What follows belongs to an exercise in optimizing a design on an open flow for small area, a short achievable clock period and few clock cycles; a production flow would make more cautious choices.
In this exercise RTL edits were held to simulation tests only and were not proved equivalent to the original.

==> inputs of exp/umber <==
## matriz_determ5x5
module matriz_determ5x5 (
	input wire [199:0] matriz_A,
	input clk,
	input start,
	output reg done,
	output reg [31:0] det
);
clock: 30.0 ns
lec_check: 0
cap_margin: 20
core_margin: 2
core_utilization: 45
place_density: 0.6
slew_margin: 20
synth_hierarchical: 1
standard.sh (not shown) runs the stock make flow with config.mk's settings and CLKGATE_MAP_FILE= SYNTH_SCRIPT=/design/flow/synth_recipe.tcl, a recipe that flattens the netlist after the stock synthesis.
==> flow/flow/run.sh <==
#!/bin/bash
# The standard layout (the standard.sh: ORFS from synthesis to the final
# layout), with one change: the buffers that buffer_ports puts on every input
# and output port are sky130_fd_sc_hd__buf_2 cells instead of the delay-buffer
# cells it picks by default.
set -e
cp standard.sh standard_copy.sh.txt
export BUFFER_PORTS_ARGS="-buffer_cell sky130_fd_sc_hd__buf_2"
bash standard.sh > standard.log 2>&1
==> inputs of exp/violet, as changes to exp/umber <==
--- a/flow/design.v
+++ b/flow/design.v
@@ -11,27 +11,29 @@
 	output reg done,
 	output reg [31:0] det
 );
 	reg [199:0] R;           
 	reg [3:0] cnt;
 	reg v1;                  
 	reg first;               
+	reg first_n;             
 	reg [16:0] k34, k24, k23, k14, k13;
 	reg [8:0] pa_neg, pa_one, pa_two, pb_neg, pb_one, pb_two;
 	reg [26:0] q234a, q234b;
 	wire [199:0] Rrot;
 	genvar r, c;
 	generate
 		for (r = 0; r < 5; r = r + 1) begin : gr
 			for (c = 0; c < 5; c = c + 1) begin : gc
 				assign Rrot[r*40 + c*8 + 7 -: 8] = R[r*40 + ((c + 1) % 5)*8 + 7 -: 8];
 			end
 		end
 	endgenerate
-	wire [31:0] det_in = det & {32{~first}};
+	wire k_first = (cnt == 4'd1);
+	wire [31:0] det_in = det & {32{cnt != 4'd2}};
 	wire [16:0] k34_n;
 	wire [7:0] k34_a = R[151:144];
 	wire [7:0] k34_b = R[159:152];
 	wire [7:0] k34_c = R[191:184];
 	wire [7:0] k34_d = R[199:192];
 	wire [16:0] k24_n;
 	wire [7:0] k24_a = R[143:136];
@@ -45,18 +47,18 @@
 	wire [7:0] k14_d = R[199:192];
 	wire [16:0] m01a_n;
 	wire [7:0] m01a_a = (first ? R[143:136] : R[39:32]);
 	wire [7:0] m01a_b = (first ? R[151:144] : R[7:0]);
 	wire [7:0] m01a_c = (first ? R[183:176] : R[79:72]);
 	wire [7:0] m01a_d = (first ? R[191:184] : R[47:40]);
 	wire [16:0] m01b_n;
-	wire [7:0] m01b_a = (first ? R[135:128] : R[15:8]);
-	wire [7:0] m01b_b = (first ? R[151:144] : R[39:32]);
-	wire [7:0] m01b_c = (first ? R[175:168] : R[55:48]);
-	wire [7:0] m01b_d = (first ? R[191:184] : R[79:72]);
+	wire [7:0] m01b_a = (first_n ? R[15:8] : R[135:128]);
+	wire [7:0] m01b_b = (first_n ? R[39:32] : R[151:144]);
+	wire [7:0] m01b_c = (first_n ? R[55:48] : R[175:168]);
+	wire [7:0] m01b_d = (first_n ? R[79:72] : R[191:184]);
 	wire [7:0] a21 = R[87:80];
 	wire [7:0] a22 = R[95:88];
 	wire [7:0] a23 = R[103:96];
 	wire [7:0] a24 = R[111:104];
 	wire [26:0] q234a_n, q234b_n;
 	wire [3:0] bd_pa21_neg, bd_pa21_one, bd_pa21_two;
 	wire [8:0] bd_pa21_x = {a21[7:0], 1'b0};
@@ -5922,32 +5924,34 @@
 			assign db_two[i] = vs & ((xb[2*i+2] & ~xb[2*i+1] & ~xb[2*i]) | (~xb[2*i+2] & xb[2*i+1] & xb[2*i]));
 		end
 	endgenerate
 	always @(posedge clk) begin
 		R <= (cnt == 4'd0) ? matriz_A : Rrot;
 		k34 <= k34_n;
 		k24 <= k24_n;
-		k23 <= first ? m01a_n : k34;
+		k23 <= k_first ? m01a_n : k34;
 		k14 <= k14_n;
-		k13 <= first ? m01b_n : k24;
+		k13 <= k_first ? m01b_n : k24;
 		pa_neg <= da_neg;
 		pa_one <= da_one;
 		pa_two <= da_two;
 		pb_neg <= db_neg;
 		pb_one <= db_one;
 		pb_two <= db_two;
 		q234a <= q234a_n;
 		q234b <= q234b_n;
 		det <= det_n;
 		if (!start) begin
 			cnt <= 4'd0;
 			v1 <= 1'b0;
 			first <= 1'b0;
+			first_n <= 1'b1;
 			done <= 1'b0;
 		end else begin
 			if (cnt != 4'd8) cnt <= cnt + 4'd1;
 			first <= (cnt == 4'd0);
+			first_n <= (cnt != 4'd0);
 			v1 <= (cnt >= 4'd1) && (cnt <= 4'd5);
 			done <= (cnt >= 4'd7);
 		end
 	end
 endmodule
Settings changed: CORE_UTILIZATION 45 to 70, PLACE_DENSITY 0.6 to 0.85.
==> key figures <==
Run status
  – Run status: no timing/DRC/antenna violations

Layout
  – Final-layout clock buffer total: 66
  – Final core occ: 48.6%
  – Most frequent cells in the layout: sky130_fd_sc_hd__fa_1 (1682), sky130_fd_sc_hd__and2_1 (748), sky130_fd_sc_hd__nand2_1 (737)
  – Total number of nets in the final design: 8616

Synthesis
  – Post-synthesis share of cell area spent on xor and xnor gates: 6.92%
  – Synth top area share: 47.9%

Route
  – Vias per cell: 5.92
  – First-pass DRT Iterations: 6

Worst setup path
  – Path depth of the worst reg2reg path: 18
  – End of the worst register-to-register path: pb_two[7]
  – Register-to-register path setup slack: around 22 ns
  – Cell-by-cell trace of the critical path: buf_4 > buf_4 > mux2i_1 > nor2_1 > fa_1 > fa_1 > fa_1 > fa_1 > fa_1 > fa_1 > ha_1 > a21o_1 > a41oi_2 > o31a_1 > o21ai_4 > xor2_2 > or4b_1 > nand2_1

Global route
  – M2 GR Usage: 49.2%

Hold path
  – Hold-critical path endpoint: R[11]
the above is filed under exp/umber

==> key figures <==
Layout
  – Total number of nets in the final design: 8547

Worst setup path
  – Path depth of the worst reg2reg path: 17
  – Register-to-register path setup slack: 22.63 ns
  – Cell-by-cell trace of the critical path: and2_1 > fa_1 > fa_1 > fa_1 > fa_1 > fa_1 > fa_1 > fa_1 > ha_1 > a21oi_1 > o21ai_0 > or3b_2 > nor3_1 > nor3_1 > a31oi_1 > nor2_1 > a211oi_1

Synthesis
  – Post-synthesis share of cell area spent on xor and xnor gates: 6.91%
  – Synth top area share: 47.8%

Route
  – First-pass DRT Iterations: 13
  – Vias per cell: 6.81

Global route
  – M2 GR Usage: 67.2%

Run status
  – Run status: no timing/DRC/antenna violations
the above is filed under exp/violet

Testbench counts of exp/umber, summed over its fixed seeds: cycles 3,456.
Testbench counts of exp/violet, summed over its fixed seeds: cycles 3,456.

## what the ideal ports hide
Ports are ideal in the flow. The routed layouts listed here were re-timed in OpenROAD. Step 1 assumes that a clkbuf_16 drives the clock port and a buf_2 every other input. Step 2 adds t to the input delays and takes it off the output delays; t is the mean of the earliest and latest rising clock arrival at the registers after step 1. Input paths then give back, and output paths get back, about the clock's delay inside the block. Three values: ideal, step 1, step 2; two values: the first two.
run | t, ns | slack for setup (ns) | worst hold slack (ns) | worst register clock-pin slew, ns | pins driven straight from the clock port
exp/umber | 0.762 | 22.182 / 22.182 / 22.182 | 0.452 / 0.452 / 0.452 | 0.07 / 0.07 | 1
exp/violet | 0.774 | 22.627 / 22.627 / 22.627 | 0.456 / 0.456 / 0.456 | 0.07 / 0.07 | 1
After both steps every run listed still meets setup and hold.
